What follows belongs to an exercise in optimizing a design on an open flow for small area; a production flow would make more cautious choices. In this exercise RTL edits were held to simulation tests only and were not proved equivalent to the original. No activity file was given, so power comes from the tool's default toggle rates.

$ cat flow/run.sh
#!/bin/bash
# synth_recipe.tcl (not shown) runs the flow's synth.tcl, then flattens the netlist and writes it again
# the make line also repeats each setting of config.mk as NAME=value (left out here)
make -C /OpenROAD-flow-scripts/flow DESIGN_CONFIG=/design/flow/config.mk WORK_HOME=/design/flow/orfs CLKGATE_MAP_FILE= SYNTH_SCRIPT=/design/flow/synth_recipe.tcl finish
$ cat flow/config.mk
export PLATFORM = sky130hd
export DESIGN_NAME = Security_Top
export DESIGN_NICKNAME = Security_Top
export VERILOG_FILES = /design/flow/design.v
export SDC_FILE = /design/flow/constraint.sdc
export NUM_CORES = 4
export LEC_CHECK = 0
export CAP_MARGIN = 20
export CORE_MARGIN = 2
export CORE_UTILIZATION = 40
export SLEW_MARGIN = 20
$ cat flow/constraint.sdc
create_clock -name core_clock -period 30.0 [get_ports {CLK}]
set_input_delay 6.0000 -clock core_clock [delete_from_list [all_inputs] [get_ports {CLK}]]
set_output_delay 6.0000 -clock core_clock [all_outputs]
set_load 0.01 [all_outputs]
$ cat flow/design.v
module BCD (input [3:0] BINARY,
				output reg [6:0] SEGMENTS);
always@(*)
	case(BINARY)
		0:SEGMENTS=7'b1000000;
		1:SEGMENTS=7'b1111001;
		2:SEGMENTS=7'b0100100;
		3:SEGMENTS=7'b0110000;
		4:SEGMENTS=7'b0011001;
		5:SEGMENTS=7'b0010010;
		6:SEGMENTS=7'b0000010;
		7:SEGMENTS=7'b1111000;
		8:SEGMENTS=7'b0000000;
		9:SEGMENTS=7'b0010000;
		10:SEGMENTS=7'b0001000;
		11:SEGMENTS=7'b0000011;
		12:SEGMENTS=7'b1000110;
		13:SEGMENTS=7'b0100001;
		14:SEGMENTS=7'b0000110;
		15:SEGMENTS=7'b0001110;
		default:SEGMENTS=7'b1111111;
	endcase
endmodule 
module Digit_Converter (input [7:0] Distance_Raw,		 
								output [13:0] Distance);		 
wire [3:0] Distance_Tens, Distance_Units;
assign Distance_Units = (Distance_Raw < 100) ? (Distance_Raw % 10) : 9;
assign Distance_Tens = (Distance_Raw < 100) ? ((Distance_Raw - Distance_Units) / 10) : 9;
BCD DUT1(.BINARY(Distance_Tens),
			.SEGMENTS(Distance[13:7]));
BCD DUT2(.BINARY(Distance_Units),
			.SEGMENTS(Distance[6:0]));
endmodule 
module CLK_Divider (input CLK,				 
						  input RST,				 
						  output reg T_CLK,		 
						  output T_Tick);			 
reg [11:0] Counter;
assign T_Tick = (Counter == 4) && !T_CLK;
always@(posedge CLK)
	if(!RST)
		begin
			T_CLK <= 0;
			Counter <= 0;
		end
	else
		if(Counter == 4)
			begin
				T_CLK <= !T_CLK;
				Counter <= 0;
			end
		else
			Counter <= Counter + 1;
endmodule
module Sensor_Controller (input CLK,							 
								  input EN,								 
								  input RST,							 
								  input Echo,							 
								  output reg Trigger,				 
								  output reg [7:0] Distance);		 
reg [19:0] Counter;
always@(posedge CLK)
	if(!RST)
		begin
			Counter <= 0;
			Trigger <= 0;
			Distance <= 0;
		end
	else if(EN)
		begin
			if(Counter == 99999)		 
				begin
					Counter <= 0;
					Trigger <= 1;
				end
			else
				begin
					Trigger <= 0;
					Counter <= Counter + 1;
				end
			if(Echo)						 
				Distance <= Counter * 10 / 58;
		end
endmodule
module Sound_Generator (input CLK,					 
								input RST,					 
								input [7:0] Distance,	 
								output Sound_Data,		 
								output XCLK,				 
								output BCLK,				 
								output DACLRCK);			 
reg [15:0] Counter;
always@(posedge CLK)
	if(!RST)
		Counter <= 0;
	else
		Counter <= Counter + 1;
assign Sound_Data = (Distance < 100) ? Counter[12] : 1'b0;		 
assign XCLK = Counter[1];
assign BCLK = Counter[3];
assign DACLRCK = Counter[8];
endmodule
module I2CTxLogic
(
	input CLK,
	input reset,
	input inTick,
	input [7:0] inData,
	input [1:0] mode,  
	output sdaLow,
	output sclLow,
	output reg ack,
	output reg ready
);
	reg sdaPullDown, sclPullDown;
	reg [3:0] state;
	reg [1:0] bitState;
	wire sda = ~sdaPullDown;
	assign sdaLow = sdaPullDown;
	assign sclLow = sclPullDown;
	always @(posedge CLK)
	begin
		if (reset)
		begin
			ack <= 1'b0;
			state <= 1'b0;
			ready <= 1'b0;
			bitState <= 1'b0;
			sclPullDown <= 1'b0;
			sdaPullDown <= 1'b0;
		end
		else if (inTick)
		begin
			case(mode)
				0: begin 
					case(state)
						0: begin
							sclPullDown <= 1'b0;
							ready <= 1'b0;
						end
						1: sdaPullDown <= 1'b1;
						2: begin
							sclPullDown <= 1'b1;
							ready <= 1'b1;
						end
					endcase
					if (state == 2'd2) state <= 1'b0;
					else state <= state + 1'b1;
				end
				1: begin
					if (state == 4'd0 && bitState == 2'd0)
					begin
						ready <= 1'b0;
						ack <= 1'b0;
					end
					if (state != 4'd8)
					begin
						case(bitState)
							0: sdaPullDown <= ~(inData >> (3'd7 - state));
							1: sclPullDown <= 1'b0;	
							3: begin
								sclPullDown <= 1'b1;
								state <= state + 1'b1;
							end
						endcase
					end
					else
					begin
						case(bitState)
							0: sdaPullDown <= 1'b0;
							1: sclPullDown <= 1'b0;
							2: ack <= ~sda;
							3: begin
								sclPullDown <= 1'b1;
								state <= 1'b0;
								ready <= 1'b1;
							end
						endcase
					end
					bitState <= bitState + 1'b1;
				end
				2: begin
					case(state)
						0: begin
							sdaPullDown <= 1'b1;
							ready <= 1'b0;
						end
						1: sclPullDown <= 1'b0;
						2: begin
							sdaPullDown <= 1'b0;
							ready <= 1'b1;
						end
					endcase
					if (state == 2'd2) state <= 1'b0;
					else state <= state + 1'b1;
				end
			endcase
		end
	end			
endmodule
module I2CMaster
(
	input CLK,
	input reset,
	input inTick,
	input [23:0] inData,
	output sdaLow,
	output sclLow,
	output reg ack,  
	output reg ready
);
	reg [1:0] txState, bytesCounter, ackNum;
	reg [7:0] txData;
	wire txReady, txAck;
	reg txReadyPrev;
	always @*
	begin
		case(bytesCounter)
			0: txData <= inData[23:16];
			1: txData <= inData[15:8];
			2: txData <= inData[7:0];
			default: txData <= 1'b0;
		endcase
	end
	always @(posedge CLK)
		if (reset) txReadyPrev <= 1'b0;
		else txReadyPrev <= txReady;
	always @(posedge CLK)
	begin
		if (reset)
		begin
			txState <= 1'b0;
			bytesCounter <= 1'b0;
			ready <= 1'b0;
			ackNum <= 1'b0;
			ack <= 1'b0;
		end
		else if (txReady && !txReadyPrev)
		begin
			case(txState)
				0: begin
					txState <= 2'd1;
					ready <= 1'b1;
					ackNum <= 1'b0;
				end
				1: begin
					if (bytesCounter == 2'd2)
					begin
						bytesCounter <= 1'b0;
						txState <= 2'd2;
					end
					else bytesCounter <= bytesCounter + 1'b1;
					ackNum = ackNum + txAck;
					ack <= (ackNum == 2'd3);
				end
				2: begin
					txState <= 2'd0;
					ready <= 1'b0;
				end
			endcase
		end
	end
	I2CTxLogic txLogic
	(
		.CLK(CLK),
		.reset(reset),
		.inTick(inTick),
		.inData(txData),
		.mode(txState),
		.sdaLow(sdaLow),
		.sclLow(sclLow),
		.ack(txAck),
		.ready(txReady)
	);
endmodule
module CodecConfigurator
(
	input CLK,
	input reset,
	input inTick,
	output sdaLow,
	output sclLow,
	output reg ready,
	output reg [3:0] ackNum
);
	localparam DEVICE_ADDR = 8'h35;
	reg i2cClockDisable;
	reg [23:0] data;
	reg [2:0] state;
	wire txReady, ack;
	reg txReadyPrev;
	I2CMaster i2cm1
	(
		.CLK(CLK),
		.reset(reset),
		.inTick(i2cClockDisable ? 1'b0 : inTick),
		.inData(data),
		.sdaLow(sdaLow),
		.sclLow(sclLow),
		.ready(txReady),
		.ack(ack)
	);
	always @(posedge CLK)
		if (reset) txReadyPrev <= 1'b0;
		else txReadyPrev <= txReady;
	always @(posedge CLK)
	begin
		if (reset)
		begin
			i2cClockDisable <= 1'b0;
			state <= 1'b0;
			ready <= 1'b0;
			data <= 8'h00;
			ackNum <= 1'b0;
		end
		else if (txReady && !txReadyPrev)
		begin
			case(state)	
				3'h0: data <= {DEVICE_ADDR, 7'h04, 9'b0_0000_0100};
				3'h1: data <= {DEVICE_ADDR, 7'h07, 9'b0_0100_0010};
				3'h2: data <= {DEVICE_ADDR, 7'h09, 9'b0_0000_0001};
				3'h3: data <= {DEVICE_ADDR, 7'h06, 9'b0_0011_1001};
				3'h4: data <= {DEVICE_ADDR, 7'h00, 9'b0_0001_0111};
				3'h5: data <= {DEVICE_ADDR, 7'h01, 9'b0_0001_0111};
			endcase
			if (state == 3'h6)
			begin
				ready <= 1'b1;
				i2cClockDisable <= 1'b1;
			end
			else state <= state + 1'b1;
			ackNum <= ackNum + ack; 
		end
	end
endmodule
module Security_Top (input CLK,						 
							input RST,						 
							output XCLK,					 
							output BCLK,					 
							output DACLRCK,				 
							input Echo_Sig,				 
							output Trigger_Sig,			 
							output [13:0] Distance,		 
							output Sound_Data,			 
							output I2C_Data_Low,			 
							output I2C_Clock_Low);		 
wire T_Tick;					 
wire [7:0] Distance_Raw;	 
CLK_Divider DUT1(.CLK(CLK),
					  .RST(RST),
					  .T_CLK(),
					  .T_Tick(T_Tick));
Sensor_Controller DUT2(.CLK(CLK),
							  .EN(T_Tick),
							  .RST(RST),
							  .Trigger(Trigger_Sig),
							  .Echo(Echo_Sig),
							  .Distance(Distance_Raw));
Digit_Converter DUT3(.Distance_Raw(Distance_Raw),
							.Distance(Distance));
Sound_Generator DUT5(.CLK(CLK),
							.RST(RST),
							.Distance(Distance_Raw),
							.Sound_Data(Sound_Data),
							.XCLK(XCLK),
							.BCLK(BCLK),
							.DACLRCK(DACLRCK));
CodecConfigurator DUT6(.CLK(CLK),
							  .reset(!RST),
							  .inTick((Distance_Raw < 100) ? T_Tick : 1'b0),
							  .sdaLow(I2C_Data_Low),
							  .sclLow(I2C_Clock_Low),
							  .ready(),
							  .ackNum());
endmodule
==> run summary <==
metal layers:
layer  vias to the layer above  share of wire (%)  track usage (%)
met1                      8830                 47             31.9
met2                       666                 46             38.3
met5                         -                  0                0
met3                        76                5.7             2.11
met4                         0                1.8             4.73
li1                       9061                  -                -
worst max-delay path, delay by kind of cell, from the launching register on:
kind	cells	cell delay (ns)
AOI/OAI and AO/OA	29	10.90
buffers and inverters	1	0.06
xor gates and xnor gates	4	1.45
DFF	1	0.50
and+or+nand+nor	22	7.67
muxes	3	0.91
adders and majority gates	3	0.84
registers in the layout (all words and copies together), names as in the netlist:
signal                          count
DUT6.i2cm1.txReadyPrev              1
DUT6.i2cm1.txState                  2
DUT6.i2cm1.bytesCounter             2
DUT2.Counter                       20
DUT6.i2cm1.txLogic.sdaPullDown      1
DUT6.data                          11
DUT1.T_CLK                          1
DUT6.i2cm1.txLogic.ready            1
DUT5.Counter                       13
DUT6.txReadyPrev                    1
DUT6.i2cClockDisable                1
DUT1.Counter                       12
DUT2.Distance                       8
DUT6.i2cm1.txLogic.state            4
DUT6.i2cm1.txLogic.bitState         2
DUT2.Trigger                        1
DUT6.i2cm1.ready                    1
DUT6.state                          3
DUT6.i2cm1.txLogic.sclPullDown      1
kinds of logic (layout without fill, tap and decap cells):
kind of cell               after synthesis  in the layout  share of synthesized area [%]
DFF                                     86             86                           9.89
AOI/OAI and AO/OA                      792            792                           33.8
buffers and inverters                  166            111                           5.41
muxes                                   38             38                           2.39
adders and majority gates               81             81                           5.81
xor gates and xnor gates               199            199                           10.8
and+or+nand+nor                       1057           1057                           31.8
power groups by stage:
stage                     clock network, mW  registers (mW)  logic [mW]
final                                 0.117           0.117      0.0396
after global routing                  0.124           0.117      0.0426
after CTS                             0.119           0.117      0.0385
after detailed placement                  0           0.119      0.0382
after global placement                    0           0.119      0.0379
after floorplan                           0           0.119      0.0285
how the worst min path moves through the flow:
stage | startpoint | to | slack, ns | cells after the start
final | DUT5.Counter[0] | DUT5.Counter[0] | 0.44 | 1
after global routing | DUT5.Counter[0] | DUT5.Counter[0] | 0.47 | 1
after CTS | DUT5.Counter[0] | DUT5.Counter[0] | 0.44 | 1
after detailed placement | DUT5.Counter[0] | DUT5.Counter[0] | 0.43 | 1
after global placement | DUT5.Counter[0] | DUT5.Counter[0] | 0.42 | 1
after floorplan | DUT5.Counter[0] | DUT5.Counter[0] | 0.41 | 1
layout make-up:
| class | instances | area, um^2 |
|---|---|---|
| clock buffers | 10 | 239 |
| repair buffers | 37 | 335 |
| well taps | 585 | 732 |
| flip-flops and latches | 86 | 1720 |
| clock inverters | 6 | 73.8 |
| multi-input cells | 2167 | 14800 |
| fillers | 4499 | 24900 |
| inverters | 58 | 223 |
cell usage in the layout, fill, tap and decap left out, types with 10 or more instances in the layout:
cell type | synthesis | final
sky130_fd_sc_hd__nand4_1 | 38 | 38
sky130_fd_sc_hd__mux2i_1 | 24 | 24
sky130_fd_sc_hd__xnor2_1 | 129 | 129
sky130_fd_sc_hd__nor3b_1 | 13 | 13
sky130_fd_sc_hd__o221ai_1 | 14 | 14
sky130_fd_sc_hd__and4_1 | 14 | 14
sky130_fd_sc_hd__nor3_1 | 89 | 89
sky130_fd_sc_hd__o21ai_1 | 29 | 29
sky130_fd_sc_hd__nand3_1 | 108 | 108
sky130_fd_sc_hd__a211o_1 | 12 | 12
sky130_fd_sc_hd__xor2_1 | 56 | 55
sky130_fd_sc_hd__a21oi_1 | 170 | 170
sky130_fd_sc_hd__mux2_2 | 10 | 10
sky130_fd_sc_hd__o211a_1 | 14 | 14
sky130_fd_sc_hd__or2_2 | 19 | 19
sky130_fd_sc_hd__nand2b_1 | 25 | 25
sky130_fd_sc_hd__o22ai_1 | 14 | 14
sky130_fd_sc_hd__o211ai_1 | 29 | 29
sky130_fd_sc_hd__dfxtp_1 | 86 | 86
sky130_fd_sc_hd__o31ai_1 | 17 | 17
sky130_fd_sc_hd__ha_1 | 76 | 76
sky130_fd_sc_hd__a31oi_1 | 45 | 45
sky130_fd_sc_hd__o21ai_0 | 118 | 118
sky130_fd_sc_hd__a21o_1 | 30 | 30
sky130_fd_sc_hd__a22oi_1 | 12 | 12
sky130_fd_sc_hd__and2_1 | 36 | 36
sky130_fd_sc_hd__or3_1 | 26 | 26
sky130_fd_sc_hd__nor2_1 | 254 | 254
sky130_fd_sc_hd__a41oi_1 | 12 | 12
sky130_fd_sc_hd__and3_1 | 45 | 45
sky130_fd_sc_hd__inv_1 | 55 | 55
sky130_fd_sc_hd__nand2_1 | 238 | 238
sky130_fd_sc_hd__o21a_1 | 17 | 17
sky130_fd_sc_hd__a211oi_1 | 33 | 33
sky130_fd_sc_hd__nor2b_1 | 15 | 15
sky130_fd_sc_hd__buf_4 | 26 | 14
sky130_fd_sc_hd__o31a_1 | 12 | 12
sky130_fd_sc_hd__nor4_1 | 32 | 32
sky130_fd_sc_hd__clkdlybuf4s50_1 | 0 | 23
stage by stage:
stage / instance area, um^2 / setup slack (ns)
2_1_floorplan: 17400 / 12.70
3_3_place_gp: 17800 / 8.50
3_5_place_dp: 17800 / 8.02
4_1_cts: 18100 / 7.96
5_1_grt: 18100 / 5.91
6_report: 18100 / 7.44
==> impl_summary.txt <==
----------------------------------------------------
[Pwr]
  Clock network fraction of design power ... 42.8%
  Sequential fraction of design power ... 42.7%
  Maximum VDD drop ... 0.0258 mV
  Switching fraction of total power ... 28.2%
  Leak pwr ... 6.66 nW
  Cell internal pwr ... 0.196 mW
  Post-layout power ... 0.273 mW
  Net switching power ... 0.0772 mW
  Part of the total power dissipated in combinational logic ... 14.5%
  Cell area power density ... 15.1 nW/um^2

[Run status]
  Status ... finished clean

[Layout]
  Number of standard cells in the final layout excluding fillers ... 2,949
  Fraction of final layout cells sized beyond drive strength 1 ... 9.60%
  Final standard cell utilization of the core ... 42.1%
  Number of nets in the layout ... 2,439
  Area growth from synthesis to layout ... 3.84%
  Antenna cells ... 0

[Setup path]
  Cells on worst reg2reg path ... 62
  Required arrival time at the worst endpoint ... 30.19 ns
  Setup slack, reg-to-reg ... 7.44 ns
  Master of the slowest instance on the critical path ... sky130_fd_sc_hd__o221ai_1
  Crit path DAT ... 22.75 ns
  Worst path max stage delay ... 0.91 ns
  Category of the worst setup path launch point ... flip-flop
  Launching instance or port of the critical path ... DUT2.Counter[0]
  Crit. End Element ... flip-flop
  Startpoint-to-endpoint class of the critical path ... reg2reg
  R2R Path End ... DUT2.Distance[0]
  Highest net fanout along the worst path ... 18
  Reg2Reg Launch Point ... DUT2.Counter[0]
  End point of the critical path ... DUT2.Distance[0]

[Clock network]
  Cells resized by post-CTS repair ... 0
  Clock Sink Count ... 86
  Number of buffers added for setup after CTS ... 0
  CTS HTree Levels ... 3
  Hold buffers post-CTS ... 0
  TritonCTS clock tree ... yes
  Clk buf depth ... 2
  Clock latency (worst-skew pair) ... 0.34 ns
  CTS buffer count ... 9
  Clock input transition at the sequential cells of the worst setup and hold paths ... 0.07 ns
  CTS root buffer ... sky130_fd_sc_hd__clkbuf_16

[STA]
  Achievable frequency ... 0.0443 GHz
  Worst hold slack after final layout ... 0.435 ns
  Part of the cycle the worst path needs ... 75.2%
  Least-Margin Pin Slew ... 1.16 ns
  Final hold vios ... 0
  Final number of max-transition violations ... 0
  Total negative slack for setup checks ... 0 ns
  Number of setup violations in the final report ... 0
  Setup repair after global routing missed its margin ... false
  Min Tclk post-route ... 22.56 ns
  Worst relative slew slack ... 22.9%
  Post-Route Skew ... 0.0128 ns

[Synth]
  Number of distinct library cells after synthesis ... 162
  Most area-consuming cells after synthesis ... sky130_fd_sc_hd__dfxtp_1, sky130_fd_sc_hd__xnor2_1, sky130_fd_sc_hd__nor2_1
  Synth Net Count ... 2,499
  Most used standard cells in the synthesized netlist ... sky130_fd_sc_hd__nor2_1, sky130_fd_sc_hd__nand2_1, sky130_fd_sc_hd__a21oi_1
  Number of flip-flops and latches in the synthesized netlist ... 86
  Async S/R FF share, synth ... 0%
  Portion of the post-synthesis area used by sequential elements ... 9.89%
  Post-synthesis area per instance ... 7.20 um^2
  Portion of synthesized cell area occupied by the leading cell type ... 9.89%
  Leading area contributor after synthesis ... sky130_fd_sc_hd__dfxtp_1
  Most repeated cell in the gate-level netlist after synthesis ... sky130_fd_sc_hd__nor2_1
  EDFF count, synth ... 0
  Instance count of the mapped netlist ... 2,419
  Warnings, synthesis ... 7
  Flip-flop cell with the highest count after synthesis ... sky130_fd_sc_hd__dfxtp_1
  Combined area of all synthesized cells ... 17,400 um^2

[Floorplan]
  Area of the die ... 45,200 um^2
  Core box area ... 43,000 um^2
  Initial core utilization ... 40.5%
  Number of cell rows ... 76
  Chip Width ... 213 um
  IO Pins ... 24
  Height of the chip ... 213 um

[Drt]
  Routed wire length ... 53,700 um
  Via Count ... 18,633
  Residual antenna-violating net count after detailed routing ... 0
  Routed length per instance ... 18.2 um
  Via/cell ratio ... 6.32
  Detailed Route Iter0 Violations ... 1,732
  Number of iterations in the first detailed-routing pass ... 6
  DR DRC count ... 0

[Global routing]
  Number of antenna violations at the first check in global routing ... 0
  First-pass GRT wire length ... 87,500 um
  Global Route Usage Sum ... 22.9%
  Via count of the first global-routing pass ... 17,127
  Largest net degree at the start of global routing ... 44
  Total global routing overflow ... 0

[Placement]
  Cell Count Post-Placement ... 2,933
  Count of buffers inserted at the top-level ports ... 23
  Post-detailed-placement half-perimeter wirelength ... 42,200 um
  Global placement routability congestion ... 0.949

[Hold path]
  Min-delay worst type ... reg2reg

[Flow run]
  Reported max-cap violation count ... 0

----------------------------------------------------

[afterwards: timing with drivers on the ports]
The results above use ideal ports. As a check the final layout listed here was re-extracted and re-timed, cells and wires unchanged. Step 1, drivers: a clkbuf_16 drives CLK and a buf_2 each remaining input, both assumed. Step 2 times the ports against the registers' clock, not the clock port: input delays grow and output delays shrink by t, the midpoint of the rising clock arrivals with the driver on. a / b / c = ideal / step 1 / step 2; a / b = the first two.
t (ns): 0.372
setup WS [ns]: 7.444 / 7.444 / 7.444
hold WS [ns]: 0.435 / 0.435 / 0.435
After both steps this run still meets setup and hold. For this run, drivers alone change the setup slack by 0.000 ns; drivers and shift together by 0.000 ns.
